From an optimization exercise on the open Yosys and OpenROAD flow, aimed at small area; shortcuts taken in it are not production practice. The RTL was checked by simulation tests, not by an equivalence proof against the original design. The clock port is modelled as an ideal driver; clocking choices that lean on that would not hold on a real chip. Power is estimated from default activity; no workload was simulated.

== red ==
Design uart_string_loopback, start of the top module:
module uart_string_loopback (
    input  wire clk,
    input  wire rst_n,
    input  wire rx,
    output wire tx
);
export LEC_CHECK = 0
export CAP_MARGIN = 20
export CORE_MARGIN = 2
export CORE_UTILIZATION = 60
export CTS_BUF_LIST = sky130_fd_sc_hd__clkbuf_16
export CTS_CLUSTER_DIAMETER = 60
export CTS_CLUSTER_SIZE = 40
export SLEW_MARGIN = 20
create_clock -name core_clock -period 20.0 [get_ports {clk}]
run.sh (not shown) runs the stock make flow with config.mk's settings and CLKGATE_MAP_FILE= SYNTH_SCRIPT=/design/flow/synth_recipe.tcl, a recipe that flattens the netlist after the stock synthesis.
Every stage of the flow completed for red, and the final layout passed the timing, DRC and antenna checks.
--- input diff red..blue ---
Settings: CTS_CLUSTER_SIZE no longer set, was 40; CTS_CLUSTER_DIAMETER no longer set, was 60; CTS_BUF_LIST no longer set, was sky130_fd_sc_hd__clkbuf_16; CORE_UTILIZATION now 40, was 60.
### Flow results
blue vs red — register share of the cell area dropped 4.6 points.
Of red and blue, blue shows the higher clock network power share, with red below it.
Per the comparison of blue with red, routed wire length per instance dropped about 5%; final worst slack down 0.061 ns; global-route usage -3.2 points; utilization lost 20 points.
## Diff of input files: green against blue
Settings: CORE_UTILIZATION now 60, was 40; CTS_BUF_LIST now sky130_fd_sc_hd__clkbuf_4, previously not set; CTS_CLUSTER_SIZE now 12, previously not set; CTS_CLUSTER_DIAMETER now 40, previously not set.
==> summary.txt <==
- green against blue; net count reported at finish is up slightly.
- The switching portion of total power of green exceeds that of blue by 1.2 points.
- STATUS minimum setup slack in the final design: green loses against blue
- Clock skew was lower in the run labelled blue.
- ~same worst setup slack after placement in green and blue
- Taking blue as the reference point, the arrival time of the worst setup path of green rises by 0.05 ns.
- From blue to green the numbers moved as follows: post-synthesis mux area share flat; detailed route wirelength on metal3 up about 6%; sequential group share of total power up 14 points.
Changes in orange relative to green:
Settings: CTS_BUF_LIST: sky130_fd_sc_hd__clkbuf_4 -> unset; CTS_CLUSTER_DIAMETER: 40 -> unset; CTS_CLUSTER_SIZE: 12 -> unset.
[summary]
- Clock-buffer cell count: orange < green
- Re mux cell area share after synthesis: no difference whatsoever between green and orange.
- Power share of the clock group in orange is 14 points higher than in green
- [compare] base=green new=orange: maximum clock rate grew by about 1.2%, worst slew slack as a fraction of its limit rose 1.9 points, overall routing resource usage grew by 0.90 points, violation count after the first detailed-routing iteration now sits higher.
- green was smaller in final cell area than orange.

* * *

uart_string_loopback, a different RTL version from the one above (not shown whole).
Size in the first run: ~450 cells after synthesis, roughly 4 I/O pins, roughly 7100 µm² of cells after synthesis.
==> flow/config.mk <==
export PLATFORM = sky130hd
export DESIGN_NAME = uart_string_loopback
export DESIGN_NICKNAME = uart_string_loopback
export VERILOG_FILES = /design/flow/design.v
export SDC_FILE = /design/flow/constraint.sdc
export NUM_CORES = 4
export LEC_CHECK = 0
export CAP_MARGIN = 20
export CORE_MARGIN = 2
export CORE_UTILIZATION = 72
export SLEW_MARGIN = 20
==> flow/constraint.sdc <==
create_clock -name core_clock -period 20.0 [get_ports {clk}]
set_input_delay 4.0000 -clock core_clock [delete_from_list [all_inputs] [get_ports {clk}]]
set_output_delay 4.0000 -clock core_clock [all_outputs]
set_load 0.01 [all_outputs]
standard.sh (not shown) runs the stock make flow with config.mk's settings and CLKGATE_MAP_FILE= SYNTH_SCRIPT=/design/flow/synth_recipe.tcl, a recipe that flattens the netlist after the stock synthesis.
==> flow/flow/run.sh <==
#!/bin/bash
# Own layout flow: the standard synthesis, its logic remapped for area (the
# flip-flops untouched), then the standard layout of that netlist. Each tool
# writes its own log here.
set -euo pipefail
W=$PWD
F=$W/flow
LIB=$FLOW_HOME/platforms/sky130hd/lib/sky130_fd_sc_hd__tt_025C_1v80.lib
R=orfs/results/$FLOW_PLATFORM/uart_string_loopback/base

bash standard.sh synth > log_synth.log 2>&1
cp $R/1_2_yosys.v std_synth.v

# remap with each ABC script (in parallel), then take the smallest netlist
# that is proven equal to the standard one; keep the standard netlist if none
python3 $F/mkmap.py $LIB std_synth.v std_map.v > log_mkmap.log 2>&1
NET=$W/std_synth.v
for a in $F/abc_*.abc; do
  n=$(basename $a .abc)
  RS_LIB=$LIB RS_IN=std_synth.v RS_TOP=$FLOW_TOP RS_MAP=std_map.v RS_ABC=$a \
    RS_OUT=rs_$n.v yosys -c $F/resynth.tcl > log_resynth_$n.log 2>&1 &
done
wait || true
for n in $(for l in log_resynth_*.log; do
             a=$(grep "Chip area" $l | tail -1 | awk '{print $NF}')
             [[ -n $a ]] && echo "$a ${l#log_resynth_}"
           done | sort -g | awk '{print $2}'); do
  n=${n%.log}
  if python3 $F/mkmap.py $LIB rs_$n.v rs_${n}_map.v > log_mkmap_$n.log 2>&1 \
     && RS_LIB=$LIB RS_IN=std_synth.v RS_OUT=rs_$n.v RS_TOP=$FLOW_TOP RS_MAP=std_map.v \
       RS_MAP2=rs_${n}_map.v RS_FFMAP=$F/ffmap.v yosys -c $F/equiv.tcl > log_equiv_$n.log 2>&1; then
    NET=$W/rs_$n.v
    break
  fi
done
echo "netlist: $NET"

mv orfs orfs_std
ARGS=("SYNTH_NETLIST_FILES=$NET")
if [[ -f $F/cts_args ]]; then
  ARGS+=("CTS_ARGS=$(cat $F/cts_args)")
fi
if [[ -f $F/make_args ]]; then
  while IFS= read -r line; do
    [[ -n $line ]] && ARGS+=("$line")
  done < $F/make_args
fi
# POST_CTS_TCL: a leaf clock buffer whose flip-flops see a slow clock edge
# gets a larger cell
ARGS+=("POST_CTS_TCL=$F/fixclk.tcl")
bash standard.sh "${ARGS[@]}" finish > log_layout.log 2>&1
test -f out/final.def
==> flow/flow/abc_4.abc <==
strash
dc2
&get -n
&st
&synch2
&nf -a
&put
==> flow/flow/cts_args <==
-sink_clustering_enable -repair_clock_nets -dont_use_dummy_load -buf_list sky130_fd_sc_hd__clkbuf_4 -root_buf sky130_fd_sc_hd__clkbuf_4 -sink_clustering_size 12 -sink_clustering_max_diameter 40 -tree_buf sky130_fd_sc_hd__clkbuf_2
Other scripts of this flow, unchanged in this note and not shown: flow/flow/abc_1.abc, flow/flow/abc_2.abc, flow/flow/abc_3.abc, flow/flow/equiv.tcl, flow/flow/ffmap.v, flow/flow/fixclk.tcl, flow/flow/make_args, flow/flow/mkmap.py, flow/flow/resynth.tcl
==> next run, changes <==
==> flow/flow/cts_args (replaced) <==
-sink_clustering_enable -repair_clock_nets -dont_use_dummy_load -buf_list sky130_fd_sc_hd__clkbuf_4 -sink_clustering_size 13 -sink_clustering_max_diameter 44
- CORE_UTILIZATION: 72 -> 65
The changed run finished clean.
Synthesized area is unchanged.
Wire length is lower by 5.1%.
Worst hold slack got worse by 0.014 ns.
Cell area is higher by 0.77%.
Power is higher by 2.4%.
Die area is higher by 10%.
Worst setup slack got worse by 0.026 ns.
Via count is lower by 1.8%.
Final cell count is higher by 0.98%.
==> next run, changes <==
==> flow/flow/cts_args (replaced) <==
-sink_clustering_enable -repair_clock_nets -dont_use_dummy_load -buf_list sky130_fd_sc_hd__clkbuf_4 -sink_clustering_size 12 -sink_clustering_max_diameter 40
- CORE_UTILIZATION: 65 -> 60
Clock power falls by about 6%.
Routed wire length came out lower by 4.7%.
Clock skew rose by 0.037 ns.
Power goes down by 1.7%.
==> next run, changes <==
==> flow/flow/cts_args (replaced) <==
-sink_clustering_enable -repair_clock_nets -dont_use_dummy_load -buf_list {sky130_fd_sc_hd__clkbuf_2 sky130_fd_sc_hd__clkbuf_4} -sink_clustering_size 12 -sink_clustering_max_diameter 40
- CORE_UTILIZATION: 60 -> 72
What happened:
- power went down by 0.73%
- design area went down by 0.36%
- worst hold slack barely changes
- routed wire length went up by 11%
- via count went up by 1.8%
==> next run, changes <==
--- a/flow/flow/run.sh
+++ b/flow/flow/run.sh
@@ -17,0 +18 @@
+J=0
@@ -21,0 +23,2 @@
+  J=$((J+1))
+  if (( J % ${NUM_CORES:-4} == 0 )); then wait || true; fi
==> flow/flow/abc_4.abc (replaced) <==
strash
&get -n
&st
&deepsyn -T 20 -S 6
&nf -a -R 1000
&put
topo
dnsize
==> flow/flow/abc_5.abc (new file) <==
strash
&get -n
&st
&deepsyn -T 20 -S 8
&nf -a -R 1000
&put
topo
dnsize
==> flow/flow/abc_6.abc (new file) <==
strash
&get -n
&st
&deepsyn -T 20 -S 9
&nf -a -R 1000
&put
topo
dnsize
==> flow/flow/abc_7.abc (new file) <==
strash
&get -n
&st
&deepsyn -T 40 -S 1
&nf -a -R 1000
&put
topo
dnsize
==> flow/flow/abc_8.abc (new file) <==
strash
dc2
&get -n
&st
&synch2
&nf -a
&put
==> flow/flow/cts_args (replaced) <==
-sink_clustering_enable -repair_clock_nets -dont_use_dummy_load -buf_list sky130_fd_sc_hd__clkbuf_4 -sink_clustering_size 12 -sink_clustering_max_diameter 40
The new run produced a clean layout; first-iteration DRC count goes down by well over a third; hold slack gets better by 0.0064 ns; area after synthesis barely changes.
==> next run, changes <==
--- a/flow/flow/run.sh
+++ b/flow/flow/run.sh
@@ -18 +17,0 @@
-J=0
@@ -23,2 +21,0 @@
-  J=$((J+1))
-  if (( J % ${NUM_CORES:-4} == 0 )); then wait || true; fi
==> flow/flow/abc_4.abc (replaced) <==
strash
dc2
&get -n
&st
&synch2
&nf -a
&put
==> flow/flow/cts_args (replaced) <==
-sink_clustering_enable -repair_clock_nets -dont_use_dummy_load -buf_list sky130_fd_sc_hd__clkbuf_4 -sink_clustering_size 12 -sink_clustering_max_diameter 46
- CORE_UTILIZATION: 72 -> 60
removed: flow/flow/abc_5.abc
removed: flow/flow/abc_6.abc
removed: flow/flow/abc_7.abc
removed: flow/flow/abc_8.abc
After rerunning:
- area after synthesis hardly moves
- worst hold slack hardly moves
- power came out higher by about 0.3%
- clock skew went up by 0.011 ns
- design area is higher by about 0.4%

* * *

job 9967:
The RTL this note starts from:
==> flow/design.v <==
module uart_rx (
    input        clk,
    input        rst_n,
    input        rx,
    output [2:0] label,      
    output reg   hb,
    output       valid       
);
    localparam [3:0] IDLE  = 4'b0000,
                     START = 4'b0001,
                     D0    = 4'b0110,   
                     STOP  = 4'b0111,
                     VALID = 4'b1111;   
    reg [3:0] ph;
    reg       ta;
    reg [2:0] tb;
    reg [4:0] tc;
    wire idle = (ph == IDLE) | (ph == VALID);
    wire data = (ph == D0) | (ph[3] & (ph[2:0] != 3'b111));
    wire term = ta & (&tb) & (&tc);
    assign valid = (ph == VALID);
    assign label = ph[2:0];
    always @(posedge clk or negedge rst_n) begin
        if (!rst_n)
            ph <= IDLE;
        else
            case (ph)
                IDLE, VALID: ph <= rx ? IDLE : START;
                START:   if (term) ph <= rx ? IDLE : D0;
                D0:      if (term) ph <= 4'b1000;
                4'b1110: if (term) ph <= STOP;
                STOP:    if (term) ph <= rx ? VALID : IDLE;
                default: if (term) ph <= ph + 4'd1;
            endcase
    end
    always @(posedge clk) begin
        if (idle) begin
            ta <= 1'b0;
            tb <= 3'b111;
            tc <= 5'b11111;
        end else begin
            ta <= ~ta;
            tb <= {tb[1:0], tb[2] ^ tb[1]};
            tc <= {tc[3:0], tc[4] ^ tc[2]};
        end
        if (data & term)
            hb <= rx;
    end
endmodule
module uart_tx (
    input        clk,
    input        rst_n,
    input        start,      
    input        cap,        
    input        din,
    output [3:0] tph,        
    output reg   frame,
    output reg   tx
);
    reg       ta;
    reg [2:0] tb;
    reg [4:0] tc;
    reg [3:0] ph;            
    reg       nb;
    wire tick = frame & ta & (&tb) & (&tc);
    assign tph = ph;
    always @(posedge clk) begin
        if (!frame) begin
            ta <= 1'b0;
            tb <= 3'b011;
            tc <= 5'b01111;
            ph <= 4'd15;
        end else begin
            ta <= ~ta;
            tb <= {tb[1:0], tb[2] ^ tb[1]};
            tc <= {tc[3:0], tc[4] ^ tc[2]};
            if (tick)
                ph <= ph + 4'd1;
        end
        if (cap)
            nb <= din;
    end
    always @(posedge clk or negedge rst_n) begin
        if (!rst_n) begin
            frame <= 1'b0;
            tx    <= 1'b1;
        end else begin
            if (start)
                frame <= 1'b1;
            else if (tick && ph == 4'd9)
                frame <= 1'b0;
            if (tick)
                tx <= ph[3] ? ~ph[2] : nb;
        end
    end
endmodule
module uart_string_loopback (
    input  wire clk,
    input  wire rst_n,
    input  wire rx,
    output wire tx
);
reg  [255:0] ring;
reg  [7:0]   cnt;
reg  [4:0]   rslot;          
wire       hb, valid, frame;
wire [2:0] label;
wire [3:0] tph;
wire full   = rslot == 5'd0;
wire empty  = rslot == 5'd1;
wire start  = ~frame & ~empty;
wire accept = valid & ~full;
wire sent   = ~frame | (tph != 4'd15 && tph > {1'b0, label});
wire wen    = (cnt == {rslot, label}) & (~full | sent);
wire din    = wen ? hb : ring[255];
wire cap    = cnt == {5'd0, tph[2:0]};
uart_rx uart_rx_inst (
    .clk(clk),
    .rst_n(rst_n),
    .rx(rx),
    .label(label),
    .hb(hb),
    .valid(valid)
);
uart_tx uart_tx_inst (
    .clk(clk),
    .rst_n(rst_n),
    .start(start),
    .cap(cap),
    .din(din),
    .tph(tph),
    .frame(frame),
    .tx(tx)
);
always @(posedge clk) begin
    ring <= {ring[254:0], din};
    cnt  <= cnt + (start ? 8'd249 : 8'd1);
end
always @(posedge clk or negedge rst_n) begin
    if (!rst_n)
        rslot <= 5'd1;
    else if (accept && !start)
        rslot <= rslot + 5'd1;
    else if (start && !accept)
        rslot <= rslot - 5'd1;
end
endmodule
export LEC_CHECK = 0
export CAP_MARGIN = 20
export CORE_MARGIN = 2
export CORE_UTILIZATION = 72
export SLEW_MARGIN = 20
create_clock -name core_clock -period 20.0 [get_ports {clk}]
==> flow/flow/run.sh <==
#!/bin/bash
# Own layout flow: the standard synthesis, its logic remapped for area (the
# flip-flops untouched), then the standard layout of that netlist. Each tool
# writes its own log here.
set -euo pipefail
W=$PWD
F=$W/flow
LIB=$FLOW_HOME/platforms/sky130hd/lib/sky130_fd_sc_hd__tt_025C_1v80.lib
R=orfs/results/$FLOW_PLATFORM/uart_string_loopback/base

bash standard.sh synth > log_synth.log 2>&1
cp $R/1_2_yosys.v std_synth.v

# remap with each ABC script (in parallel), then take the smallest netlist
# that is proven equal to the standard one; keep the standard netlist if none
python3 $F/mkmap.py $LIB std_synth.v std_map.v > log_mkmap.log 2>&1
NET=$W/std_synth.v
J=0
for a in $F/abc_*.abc; do
  n=$(basename $a .abc)
  RS_LIB=$LIB RS_IN=std_synth.v RS_TOP=$FLOW_TOP RS_MAP=std_map.v RS_ABC=$a \
    RS_OUT=rs_$n.v yosys -c $F/resynth.tcl > log_resynth_$n.log 2>&1 &
  J=$((J+1))
  if (( J % ${NUM_CORES:-4} == 0 )); then wait || true; fi
done
wait || true
for n in $(for l in log_resynth_*.log; do
             a=$(grep "Chip area" $l | tail -1 | awk '{print $NF}')
             [[ -n $a ]] && echo "$a ${l#log_resynth_}"
           done | sort -g | awk '{print $2}'); do
  n=${n%.log}
  if python3 $F/mkmap.py $LIB rs_$n.v rs_${n}_map.v > log_mkmap_$n.log 2>&1 \
     && RS_LIB=$LIB RS_IN=std_synth.v RS_OUT=rs_$n.v RS_TOP=$FLOW_TOP RS_MAP=std_map.v \
       RS_MAP2=rs_${n}_map.v RS_FFMAP=$F/ffmap.v yosys -c $F/equiv.tcl > log_equiv_$n.log 2>&1; then
    NET=$W/rs_$n.v
    break
  fi
done
echo "netlist: $NET"

mv orfs orfs_std
ARGS=("SYNTH_NETLIST_FILES=$NET")
if [[ -f $F/cts_args ]]; then
  ARGS+=("CTS_ARGS=$(cat $F/cts_args)")
fi
if [[ -f $F/make_args ]]; then
  while IFS= read -r line; do
    [[ -n $line ]] && ARGS+=("$line")
  done < $F/make_args
fi
# POST_CTS_TCL: a leaf clock buffer whose flip-flops see a slow clock edge
# gets a larger cell
ARGS+=("POST_CTS_TCL=$F/fixclk.tcl")
bash standard.sh "${ARGS[@]}" finish > log_layout.log 2>&1
test -f out/final.def
==> flow/flow/cts_args <==
-sink_clustering_enable -repair_clock_nets -dont_use_dummy_load -buf_list sky130_fd_sc_hd__clkbuf_4 -sink_clustering_size 15 -sink_clustering_max_diameter 45
==> flow/flow/fixclk.tcl <==
# POST_CTS_TCL hook: a clock buffer whose loads see a slow edge (placement
# estimate) is swapped for the next larger clock buffer: a leaf buffer when
# its flip-flop clock pins are slower than th, a buffer driving other clock
# buffers when their inputs are slower than th_tree. Then the placement is
# legalised again.
set th 0.115
set th_tree 0.13
set next {sky130_fd_sc_hd__clkbuf_1 sky130_fd_sc_hd__clkbuf_2 sky130_fd_sc_hd__clkbuf_2 sky130_fd_sc_hd__clkbuf_4 sky130_fd_sc_hd__clkbuf_4 sky130_fd_sc_hd__clkbuf_8 sky130_fd_sc_hd__clkbuf_8 sky130_fd_sc_hd__clkbuf_16}
array set up $next
for {set pass 0} {$pass < 6} {incr pass} {
  estimate_parasitics -placement
  set changed 0
  foreach inst [get_cells *] {
    set m [get_property $inst ref_name]
    if {![info exists up($m)]} continue
    set opin [get_pins -of_objects $inst -filter "direction == output"]
    set net [get_nets -of_objects $opin]
    set ffmx 0
    set bufmx 0
    foreach p [get_pins -of_objects $net -filter "direction == input"] {
      set s [get_property $p slew_max]
      if {[get_property $p lib_pin_name] == "CLK"} {
        if {$s > $ffmx} {set ffmx $s}
      } elseif {[string match "*clkbuf*" [get_property [get_cells -of_objects $p] ref_name]]} {
        if {$s > $bufmx} {set bufmx $s}
      }
    }
    if {$ffmx > $th || $bufmx > $th_tree} {
      puts "fixclk: upsize [get_property $inst name] $m -> $up($m) (slew $ffmx $bufmx)"
      replace_cell $inst $up($m)
      incr changed
    }
  }
  if {$changed == 0} break
}
detailed_placement
check_placement -verbose
estimate_parasitics -placement
Other scripts of this flow, unchanged in this note and not shown: flow/flow/abc_1.abc, flow/flow/abc_2.abc, flow/flow/abc_3.abc, flow/flow/abc_4.abc, flow/flow/abc_5.abc, flow/flow/abc_6.abc, flow/flow/abc_7.abc, flow/flow/abc_8.abc, flow/flow/equiv.tcl, flow/flow/ffmap.v, flow/flow/make_args, flow/flow/mkmap.py, flow/flow/resynth.tcl
Job 9967 was carried through to the last stage, and its layout satisfied the timing, DRC and antenna checks.
Relative to job 9967, the following input files were edited for job 8648:
==> flow/flow/cts_args <==
-sink_clustering_enable -repair_clock_nets -dont_use_dummy_load -buf_list sky130_fd_sc_hd__clkbuf_4 -sink_clustering_size 12 -sink_clustering_max_diameter 40
Results
Comparing number of global-route vias before repair for job 9967 and job 8648, the bigger number came from job 8648.
Job 8648 vs job 9967 — detailed-routed wire length on met2 dropped slightly
The post-layout minimum cycle time on job 9967 is in line with that on job 8648.
Worst setup margin essentially unchanged between job 8648 and job 9967.
Clock network fraction of design power ends up higher on job 9967.
On maximum frequency, job 9967 and job 8648 are neck and neck.
What job 6303 does differently from job 8648 at the input level:
==> flow/flow/fixclk.tcl <==
# POST_CTS_TCL hook: a leaf clock buffer whose flip-flop clock pins see a slow
# edge (placement estimate) is swapped for the next larger clock buffer, then
# the placement is legalised again.
set th 0.122
set next {sky130_fd_sc_hd__clkbuf_1 sky130_fd_sc_hd__clkbuf_2 sky130_fd_sc_hd__clkbuf_2 sky130_fd_sc_hd__clkbuf_4 sky130_fd_sc_hd__clkbuf_4 sky130_fd_sc_hd__clkbuf_8 sky130_fd_sc_hd__clkbuf_8 sky130_fd_sc_hd__clkbuf_16}
array set up $next
for {set pass 0} {$pass < 4} {incr pass} {
  estimate_parasitics -placement
  set changed 0
  foreach inst [get_cells *] {
    set m [get_property $inst ref_name]
    if {![info exists up($m)]} continue
    set opin [get_pins -of_objects $inst -filter "direction == output"]
    set net [get_nets -of_objects $opin]
    set mx 0
    set ff 0
    foreach p [get_pins -of_objects $net -filter "direction == input"] {
      if {[get_property $p lib_pin_name] == "CLK"} {
        incr ff
        set s [get_property $p slew_max]
        if {$s > $mx} {set mx $s}
      }
    }
    if {$ff > 0 && $mx > $th} {
      puts "fixclk: upsize [get_property $inst name] $m -> $up($m) (slew $mx)"
      replace_cell $inst $up($m)
      incr changed
    }
  }
  if {$changed == 0} break
}
detailed_placement
check_placement -verbose
estimate_parasitics -placement
[summary]
- Delta (job 6303 minus job 8648): sequential share of layout area higher, smallest setup slack after layout shrank by 88 ps, total chip power moved down, reported net switching power shrank by about 2.2%.
- Against job 8648, job 6303 reports a critical path data arrival time that is higher.
- From job 8648 to job 6303 the numbers moved as follows: count of clock-buffer cells in the layout held; via count of the first global-routing pass went down 10.

[what the ideal ports hide]
No port has a modelled driver above. Below, the same layouts with a new extraction and two added sets of constraints. Step 1, drivers: a clkbuf_16 drives clk and a buf_2 each remaining input, both assumed. Step 2 times the ports against the registers' clock, not the clock port: input delays grow and output delays shrink by t, the midpoint of the rising clock arrivals with the driver on. Three values: ideal, step 1, step 2; two values: the first two.
run	t (ns)	slack for setup (ns)	hold slack, ns	slew at the worst register clock pin (ns)	pins driven straight from the clock port
red	0.506	14.481 / 14.443 / 14.807	0.290 / 0.290 / 0.290	0.13 / 0.13	1
blue	0.562	14.419 / 14.377 / 14.821	0.323 / 0.323 / 0.323	0.06 / 0.06	1
green	0.586	14.369 / 14.339 / 14.853	0.318 / 0.318 / 0.318	0.12 / 0.12	1
orange	0.555	14.433 / 14.393 / 14.832	0.319 / 0.319 / 0.319	0.07 / 0.07	1
the first run of note 2	0.615	14.738 / 14.705 / 14.917	0.289 / 0.289 / 0.289	0.12 / 0.12	1
the second run of note 2	0.627	14.712 / 14.679 / 14.833	0.275 / 0.275 / 0.275	0.12 / 0.12	1
the third run of note 2	0.628	14.773 / 14.742 / 14.982	0.286 / 0.286 / 0.286	0.12 / 0.12	1
the fourth run of note 2	0.615	14.738 / 14.705 / 14.917	0.289 / 0.289 / 0.289	0.12 / 0.12	1
the fifth run of note 2	0.615	14.730 / 14.698 / 14.698	0.296 / 0.296 / 0.296	0.12 / 0.12	1
the sixth run of note 2	0.640	14.753 / 14.718 / 14.974	0.296 / 0.296 / 0.296	0.11 / 0.11	1
job 9967	0.550	14.800 / 14.769 / 14.839	0.310 / 0.310 / 0.310	0.10 / 0.10	1
job 8648	0.532	14.802 / 14.770 / 14.866	0.292 / 0.292 / 0.292	0.12 / 0.12	1
job 6303	0.626	14.714 / 14.683 / 14.859	0.300 / 0.300 / 0.300	0.12 / 0.12	1
After both steps setup and hold are still met in every run listed. For the fifth run of note 2, which loses most, drivers alone change the setup slack by -0.032 ns; drivers and shift together by -0.032 ns.
